Source: an optimization exercise on an open RTL-to-GDS flow (aim: small area). Production flows keep margins and buffers that such runs may drop. RTL that was checked went through simulation tests only; none was proved equivalent to the original. No activity file was given, so power comes from the tool's default toggle rates.

==> 07-07 <==
## tetris_top
module tetris_top(
    input clk,  
    input reset_n,  
    input [3:0] usr_btn,
    input [3:0] usr_sw,
    output [3:0] usr_led,
    output VGA_HSYNC, VGA_VSYNC,
    output [3:0] VGA_RED, VGA_GREEN, VGA_BLUE
);
clock: 28.0 ns
lec_check: 0
cap_margin: 5
core_margin: 2
core_utilization: 45
cts_buf_list: sky130_fd_sc_hd__clkbuf_8
cts_cluster_diameter: 70
cts_cluster_size: 14
place_density: 0.6
slew_margin: 5
run.sh (not shown) runs the stock make flow with config.mk's settings and CLKGATE_MAP_FILE= SYNTH_SCRIPT=/design/flow/synth_recipe.tcl, a recipe that flattens the netlist after the stock synthesis.
==> inputs of 05-03, as changes to 07-07 <==
--- a/flow/design.v
+++ b/flow/design.v
@@ -391,79 +391,29 @@
         rand5_latch <= rand5;
         rand4_latch <= rand4;
         rand3_latch <= rand3 - 1;
         rand2_latch <= rand2;
     end
 end
-reg [6:0] pool7;
-reg [5:0] pool6;
-reg [4:0] pool5;
-reg [3:0] pool4;
-reg [2:0] pool3;
-reg [1:0] pool2;
-reg [6:0] out_bit;
+reg [2:0] p6, p5, p4, p3, p2;
+reg [2:0] out_r;
 always @(*) begin
-    pool7 = 0; pool6 = 0; pool5 = 0; pool4 = 0; pool3 = 0; pool2 = 0;
-    case (in_val)
-        0: pool7 = 7'b0000001;
-        1: pool7 = 7'b0000010;
-        2: pool7 = 7'b0000100;
-        3: pool7 = 7'b0001000;
-        4: pool7 = 7'b0010000;
-        5: pool7 = 7'b0100000;
-        6: pool7 = 7'b1000000;
-    endcase
-    out_bit[0] = pool7[rand7_latch];
-    case (rand7_latch)
-        0: pool6 = pool7[6:1];
-        1: pool6 = {pool7[6:2], pool7[0]};
-        2: pool6 = {pool7[6:3], pool7[1:0]};
-        3: pool6 = {pool7[6:4], pool7[2:0]};
-        4: pool6 = {pool7[6:5], pool7[3:0]};
-        5: pool6 = {pool7[6], pool7[4:0]};
-        6: pool6 = pool7[5:0];
-    endcase
-    out_bit[1] = pool6[rand6_latch];
-    case (rand6_latch)
-        0: pool5 = pool6[5:1];
-        1: pool5 = {pool6[5:2], pool6[0]};
-        2: pool5 = {pool6[5:3], pool6[1:0]};
-        3: pool5 = {pool6[5:4], pool6[2:0]};
-        4: pool5 = {pool6[5], pool6[3:0]};
-        5: pool5 = pool6[4:0];
-    endcase
-    out_bit[2] = pool5[rand5_latch];
-    case (rand5_latch)
-        0: pool4 = pool5[4:1];
-        1: pool4 = {pool5[4:2], pool5[0]};
-        2: pool4 = {pool5[4:3], pool5[1:0]};
-        3: pool4 = {pool5[4], pool5[2:0]};
-        4: pool4 = pool5[3:0];
-    endcase
-    out_bit[3] = pool4[rand4_latch];
-    case (rand4_latch)
-        0: pool3 = pool4[3:1];
-        1: pool3 = {pool4[3:2], pool4[0]};
-        2: pool3 = {pool4[3], pool4[1:0]};
-        3: pool3 = pool4[2:0];
-    endcase
-    out_bit[4] = pool3[rand3_latch];
-    case (rand3_latch)
-        0: pool2 = pool3[2:1];
-        1: pool2 = {pool3[2], pool3[0]};
-        2: pool2 = pool3[1:0];
-    endcase
-    out_bit[5] = pool2[rand2_latch];
-    out_bit[6] = pool2[!rand2_latch];
+    p6 = in_val - (in_val > rand7_latch);
+    p5 = p6 - (p6 > rand6_latch);
+    p4 = p5 - (p5 > rand5_latch);
+    p3 = p4 - (p4 > {1'b0, rand4_latch});
+    p2 = p3 - (p3 > {1'b0, rand3_latch});
+    if (in_val == rand7_latch) out_r = 1;
+    else if (p6 == rand6_latch) out_r = 2;
+    else if (p5 == rand5_latch) out_r = 3;
+    else if (p4 == {1'b0, rand4_latch}) out_r = 4;
+    else if (p3 == {1'b0, rand3_latch}) out_r = 5;
+    else if (p2 == {2'b0, rand2_latch}) out_r = 6;
+    else out_r = 7;
 end
-assign out_val = out_bit[0] ? 1 :
-                 out_bit[1] ? 2 :
-                 out_bit[2] ? 3 :
-                 out_bit[3] ? 4 :
-                 out_bit[4] ? 5 :
-                 out_bit[5] ? 6 : 7;
+assign out_val = out_r;
 endmodule
 `timescale 1ns / 1ps
 module text_display(
     input clk,
     input ce,
     input reset,
@@ -970,32 +920,34 @@
           BOARD_I     = 3, BOARD_O = 4, BOARD_Z = 5,
           BOARD_S     = 6, BOARD_T = 7;
 parameter ROTATION_0 = 0, ROTATION_1 = 1,
           ROTATION_2 = 2, ROTATION_3 = 3;
 parameter Handling_DAS = 10, Handling_ARR = 2,
           Handling_ARE = 6;
+reg rn_neg;
+always @(negedge clk) rn_neg <= reset_n;
 reg [8:0] cnt_frame;  
 always @(posedge clk) begin
-    if (reset_n == 1'b0) begin
+    if (rn_neg == 1'b0) begin
         cnt_frame <= 0;
     end else if (cnt_frame == 9'd511) begin
         cnt_frame <= 0;
     end else begin
         cnt_frame <= cnt_frame + 1;
     end
 end
-wire clk_frame_pulse = reset_n && cnt_frame == 9'd511;
+wire clk_frame_pulse = rn_neg && cnt_frame == 9'd511;
 reg [7:0] restart_cnt;  
 reg prev_sw0;
 reg sw0_toggled;
 parameter S_INIT     = 0, S_MENU     = 1,
           S_GAMEPLAY = 2, S_GAMEOVER = 3;
 parameter GAMEOVER_WAIT_TIME = 180;  
 reg game_over;
 reg [1:0] P_next_main;  
-wire [1:0] P_main = reset_n ? P_next_main : S_INIT;
+wire [1:0] P_main = rn_neg ? P_next_main : S_INIT;
 always @(posedge clk) begin
     if (reset_n == 1'b0) begin
         prev_sw0 <= usr_sw[0];
         sw0_toggled <= 1'b0;
     end else if (clk_frame_pulse) begin
         if (prev_sw0 != usr_sw[0]) begin
@@ -1057,13 +1009,13 @@
         board[block_x][block_y] <= block_data;
     end
     if (block_write && block_x < 10 && block_y == 22) begin
         board22[block_x] <= (block_data == BOARD_I);
     end
 end
-always @(posedge clk) begin
+always @(negedge clk) begin
     if (reset_n == 1'b0) board_clr <= 1'b1;
     else if (block_write && block_x == 9 && block_y == 22) board_clr <= 1'b0;
 end
 function [2:0] board_rd;
     input [3:0] x;
     input [5:0] y;
@@ -1333,13 +1285,13 @@
 reg queue_clear;
 always @(*) begin
     for (kdx = 0; kdx < 13; kdx = kdx + 1) begin
         queue[kdx] = queue_q[kdx];
     end
     queue_length = queue_length_q;
-    if (reset_n == 1'b0) begin
+    if (rn_neg == 1'b0) begin
         queue_length = 0;
         for (kdx = 0; kdx < 13; kdx = kdx + 1) begin
             queue[kdx] = BOARD_EMPTY;
         end
     end else if (queue_clear) begin
         queue_length = 0;
@@ -1381,30 +1333,30 @@
 parameter S_PIECE_LINE_CLEAR_GRAVITY = 13;
 parameter S_PIECE_LINE_CLEAR_GRAVITY_WIPE = 14;
 parameter S_PIECE_ARE = 15;
 wire [3:0] P_piece;
 reg [3:0] P_next_piece;
 reg ph_p, ph_n;
-always @(posedge clk) ph_p <= !ph_p;
+always @(posedge clk) ph_p <= reset_n ? !ph_p : 1'b0;
 always @(negedge clk) ph_n <= ph_p;
 wire ph = ph_p ^ ph_n;
 wire [3:0] rd_x = !ph ? bw[3:0] : (test_state != 0) ? test_x_off : line_x;
 wire [5:0] rd_y = !ph ? bh : (test_state != 0) ? test_y_off : line_y_scan;
 assign port2_data = board_rd(rd_x, rd_y, 6'd23);
 reg [2:0] line_rd;
 always @(negedge clk) begin
     if (block_write && block_x < 10 && block_y < 23 && block_x == line_x && block_y == line_y_scan)
-        line_rd <= (block_y < 22) ? block_data : {1'b0, {2{block_data == BOARD_I}}};
+        line_rd <= !reset_n ? BOARD_EMPTY : (block_y < 22) ? block_data : {1'b0, {2{block_data == BOARD_I}}};
     else
-        line_rd <= port2_data;
+        line_rd <= !reset_n ? BOARD_EMPTY : port2_data;
 end
 wire [2:0] P_test;
 reg [2:0] P_next_test;
 reg [2:0] nP_next_test;
-assign P_piece = reset_n ? P_next_piece : S_PIECE_COUNTDOWN;
-assign P_test = reset_n ? P_next_test : 3'd0;
+assign P_piece = rn_neg ? P_next_piece : S_PIECE_COUNTDOWN;
+assign P_test = rn_neg ? P_next_test : 3'd0;
 always @(posedge clk) begin
     if (reset_n == 1'b0) begin
         P_next_piece <= S_PIECE_COUNTDOWN;
         P_next_test <= 0;
         nP_next_test <= 0;
         game_over <= 1'b0;
==> flow/config.mk (replaced) <==
export PLATFORM = sky130hd
export DESIGN_NAME = tetris_top
export DESIGN_NICKNAME = tetris_top
export VERILOG_FILES = /design/flow/design.v
export SDC_FILE = /design/flow/constraint.sdc
export NUM_CORES = 4
export LEC_CHECK = 0
export ABC_AREA = 1
export CAP_MARGIN = 10
export CORE_MARGIN = 2
export CORE_UTILIZATION = 45
export CTS_BUF_LIST = sky130_fd_sc_hd__clkbuf_16
export CTS_CLUSTER_DIAMETER = 90
export CTS_CLUSTER_SIZE = 20
export PLACE_DENSITY = 0.6
export SLEW_MARGIN = 10
==> inputs of 07-15, as changes to 07-07 <==
--- a/flow/design.v
+++ b/flow/design.v
@@ -391,79 +391,29 @@
         rand5_latch <= rand5;
         rand4_latch <= rand4;
         rand3_latch <= rand3 - 1;
         rand2_latch <= rand2;
     end
 end
-reg [6:0] pool7;
-reg [5:0] pool6;
-reg [4:0] pool5;
-reg [3:0] pool4;
-reg [2:0] pool3;
-reg [1:0] pool2;
-reg [6:0] out_bit;
+reg [2:0] p6, p5, p4, p3, p2;
+reg [2:0] out_r;
 always @(*) begin
-    pool7 = 0; pool6 = 0; pool5 = 0; pool4 = 0; pool3 = 0; pool2 = 0;
-    case (in_val)
-        0: pool7 = 7'b0000001;
-        1: pool7 = 7'b0000010;
-        2: pool7 = 7'b0000100;
-        3: pool7 = 7'b0001000;
-        4: pool7 = 7'b0010000;
-        5: pool7 = 7'b0100000;
-        6: pool7 = 7'b1000000;
-    endcase
-    out_bit[0] = pool7[rand7_latch];
-    case (rand7_latch)
-        0: pool6 = pool7[6:1];
-        1: pool6 = {pool7[6:2], pool7[0]};
-        2: pool6 = {pool7[6:3], pool7[1:0]};
-        3: pool6 = {pool7[6:4], pool7[2:0]};
-        4: pool6 = {pool7[6:5], pool7[3:0]};
-        5: pool6 = {pool7[6], pool7[4:0]};
-        6: pool6 = pool7[5:0];
-    endcase
-    out_bit[1] = pool6[rand6_latch];
-    case (rand6_latch)
-        0: pool5 = pool6[5:1];
-        1: pool5 = {pool6[5:2], pool6[0]};
-        2: pool5 = {pool6[5:3], pool6[1:0]};
-        3: pool5 = {pool6[5:4], pool6[2:0]};
-        4: pool5 = {pool6[5], pool6[3:0]};
-        5: pool5 = pool6[4:0];
-    endcase
-    out_bit[2] = pool5[rand5_latch];
-    case (rand5_latch)
-        0: pool4 = pool5[4:1];
-        1: pool4 = {pool5[4:2], pool5[0]};
-        2: pool4 = {pool5[4:3], pool5[1:0]};
-        3: pool4 = {pool5[4], pool5[2:0]};
-        4: pool4 = pool5[3:0];
-    endcase
-    out_bit[3] = pool4[rand4_latch];
-    case (rand4_latch)
-        0: pool3 = pool4[3:1];
-        1: pool3 = {pool4[3:2], pool4[0]};
-        2: pool3 = {pool4[3], pool4[1:0]};
-        3: pool3 = pool4[2:0];
-    endcase
-    out_bit[4] = pool3[rand3_latch];
-    case (rand3_latch)
-        0: pool2 = pool3[2:1];
-        1: pool2 = {pool3[2], pool3[0]};
-        2: pool2 = pool3[1:0];
-    endcase
-    out_bit[5] = pool2[rand2_latch];
-    out_bit[6] = pool2[!rand2_latch];
+    p6 = in_val - (in_val > rand7_latch);
+    p5 = p6 - (p6 > rand6_latch);
+    p4 = p5 - (p5 > rand5_latch);
+    p3 = p4 - (p4 > {1'b0, rand4_latch});
+    p2 = p3 - (p3 > {1'b0, rand3_latch});
+    if (in_val == rand7_latch) out_r = 1;
+    else if (p6 == rand6_latch) out_r = 2;
+    else if (p5 == rand5_latch) out_r = 3;
+    else if (p4 == {1'b0, rand4_latch}) out_r = 4;
+    else if (p3 == {1'b0, rand3_latch}) out_r = 5;
+    else if (p2 == {2'b0, rand2_latch}) out_r = 6;
+    else out_r = 7;
 end
-assign out_val = out_bit[0] ? 1 :
-                 out_bit[1] ? 2 :
-                 out_bit[2] ? 3 :
-                 out_bit[3] ? 4 :
-                 out_bit[4] ? 5 :
-                 out_bit[5] ? 6 : 7;
+assign out_val = out_r;
 endmodule
 `timescale 1ns / 1ps
 module text_display(
     input clk,
     input ce,
     input reset,
@@ -970,32 +920,34 @@
           BOARD_I     = 3, BOARD_O = 4, BOARD_Z = 5,
           BOARD_S     = 6, BOARD_T = 7;
 parameter ROTATION_0 = 0, ROTATION_1 = 1,
           ROTATION_2 = 2, ROTATION_3 = 3;
 parameter Handling_DAS = 10, Handling_ARR = 2,
           Handling_ARE = 6;
+reg rn_neg;
+always @(negedge clk) rn_neg <= reset_n;
 reg [8:0] cnt_frame;  
 always @(posedge clk) begin
-    if (reset_n == 1'b0) begin
+    if (rn_neg == 1'b0) begin
         cnt_frame <= 0;
     end else if (cnt_frame == 9'd511) begin
         cnt_frame <= 0;
     end else begin
         cnt_frame <= cnt_frame + 1;
     end
 end
-wire clk_frame_pulse = reset_n && cnt_frame == 9'd511;
+wire clk_frame_pulse = rn_neg && cnt_frame == 9'd511;
 reg [7:0] restart_cnt;  
 reg prev_sw0;
 reg sw0_toggled;
 parameter S_INIT     = 0, S_MENU     = 1,
           S_GAMEPLAY = 2, S_GAMEOVER = 3;
 parameter GAMEOVER_WAIT_TIME = 180;  
 reg game_over;
 reg [1:0] P_next_main;  
-wire [1:0] P_main = reset_n ? P_next_main : S_INIT;
+wire [1:0] P_main = rn_neg ? P_next_main : S_INIT;
 always @(posedge clk) begin
     if (reset_n == 1'b0) begin
         prev_sw0 <= usr_sw[0];
         sw0_toggled <= 1'b0;
     end else if (clk_frame_pulse) begin
         if (prev_sw0 != usr_sw[0]) begin
@@ -1057,13 +1009,13 @@
         board[block_x][block_y] <= block_data;
     end
     if (block_write && block_x < 10 && block_y == 22) begin
         board22[block_x] <= (block_data == BOARD_I);
     end
 end
-always @(posedge clk) begin
+always @(negedge clk) begin
     if (reset_n == 1'b0) board_clr <= 1'b1;
     else if (block_write && block_x == 9 && block_y == 22) board_clr <= 1'b0;
 end
 function [2:0] board_rd;
     input [3:0] x;
     input [5:0] y;
@@ -1333,13 +1285,13 @@
 reg queue_clear;
 always @(*) begin
     for (kdx = 0; kdx < 13; kdx = kdx + 1) begin
         queue[kdx] = queue_q[kdx];
     end
     queue_length = queue_length_q;
-    if (reset_n == 1'b0) begin
+    if (rn_neg == 1'b0) begin
         queue_length = 0;
         for (kdx = 0; kdx < 13; kdx = kdx + 1) begin
             queue[kdx] = BOARD_EMPTY;
         end
     end else if (queue_clear) begin
         queue_length = 0;
@@ -1381,30 +1333,30 @@
 parameter S_PIECE_LINE_CLEAR_GRAVITY = 13;
 parameter S_PIECE_LINE_CLEAR_GRAVITY_WIPE = 14;
 parameter S_PIECE_ARE = 15;
 wire [3:0] P_piece;
 reg [3:0] P_next_piece;
 reg ph_p, ph_n;
-always @(posedge clk) ph_p <= !ph_p;
+always @(posedge clk) ph_p <= reset_n ? !ph_p : 1'b0;
 always @(negedge clk) ph_n <= ph_p;
 wire ph = ph_p ^ ph_n;
 wire [3:0] rd_x = !ph ? bw[3:0] : (test_state != 0) ? test_x_off : line_x;
 wire [5:0] rd_y = !ph ? bh : (test_state != 0) ? test_y_off : line_y_scan;
 assign port2_data = board_rd(rd_x, rd_y, 6'd23);
 reg [2:0] line_rd;
 always @(negedge clk) begin
     if (block_write && block_x < 10 && block_y < 23 && block_x == line_x && block_y == line_y_scan)
-        line_rd <= (block_y < 22) ? block_data : {1'b0, {2{block_data == BOARD_I}}};
+        line_rd <= !reset_n ? BOARD_EMPTY : (block_y < 22) ? block_data : {1'b0, {2{block_data == BOARD_I}}};
     else
-        line_rd <= port2_data;
+        line_rd <= !reset_n ? BOARD_EMPTY : port2_data;
 end
 wire [2:0] P_test;
 reg [2:0] P_next_test;
 reg [2:0] nP_next_test;
-assign P_piece = reset_n ? P_next_piece : S_PIECE_COUNTDOWN;
-assign P_test = reset_n ? P_next_test : 3'd0;
+assign P_piece = rn_neg ? P_next_piece : S_PIECE_COUNTDOWN;
+assign P_test = rn_neg ? P_next_test : 3'd0;
 always @(posedge clk) begin
     if (reset_n == 1'b0) begin
         P_next_piece <= S_PIECE_COUNTDOWN;
         P_next_test <= 0;
         nP_next_test <= 0;
         game_over <= 1'b0;
==> flow/config.mk (replaced) <==
export PLATFORM = sky130hd
export DESIGN_NAME = tetris_top
export DESIGN_NICKNAME = tetris_top
export VERILOG_FILES = /design/flow/design.v
export SDC_FILE = /design/flow/constraint.sdc
export NUM_CORES = 4
export LEC_CHECK = 0
export ABC_AREA = 1
export CAP_MARGIN = 20
export CORE_MARGIN = 2
export CORE_UTILIZATION = 60
export CTS_BUF_LIST = sky130_fd_sc_hd__clkbuf_16
export CTS_CLUSTER_DIAMETER = 90
export CTS_CLUSTER_SIZE = 20
export PLACE_DENSITY = 0.7
export SLEW_MARGIN = 20
==> run summary <==
Run status: 07-07 complete, no violations; 07-15 complete, no violations; 05-03 complete, no violations
Worst stage delay on the critical path: 07-07 0.51 ns; 07-15 0.32 ns; 05-03 0.34 ns
Clock slew at reported path FFs: 07-07 0.10 ns; 07-15 0.09 ns; 05-03 0.10 ns
Most common cell after layout, fill and taps aside: 07-07 sky130_fd_sc_hd__edfxtp_1; 07-15 sky130_fd_sc_hd__nand2_1; 05-03 sky130_fd_sc_hd__nand2_1
Final-layout non-clock buffer area share: 07-07 2.04%; 07-15 1.32%; 05-03 1.29%
Worst Hold Launch: 07-07 DAS_cnt[4]; 07-15 cnt_frame[0]; 05-03 UUT.rand7[1]
Register-to-Register Setup Slack: 07-07 6.48 ns; 07-15 6.64 ns; 05-03 6.41 ns
Maximum vdd ir drop: 07-07 42.4 uV; 07-15 65.8 uV; 05-03 48.9 uV
Reported sequential group power: 07-07 1.57 mW; 07-15 1.56 mW; 05-03 1.56 mW
Sw power: 07-07 777 uW; 07-15 874 uW; 05-03 901 uW
Seq. cell area: 07-07 26800 um^2; 07-15 26800 um^2; 05-03 26800 um^2
Clock buf/inv share: 07-07 3.24%; 07-15 3.34%; 05-03 3.48%
Instance count on the critical path: 07-07 17; 07-15 47; 05-03 46
Met3 track demand over resource in global routing: 07-07 6.03%; 07-15 4.68%; 05-03 2.79%
P per Cell Area: 07-07 47.4 nW/um^2; 07-15 51.9 nW/um^2; 05-03 52.2 nW/um^2
Only the layout flow was run in 07-07; the RTL was not checked for function there.
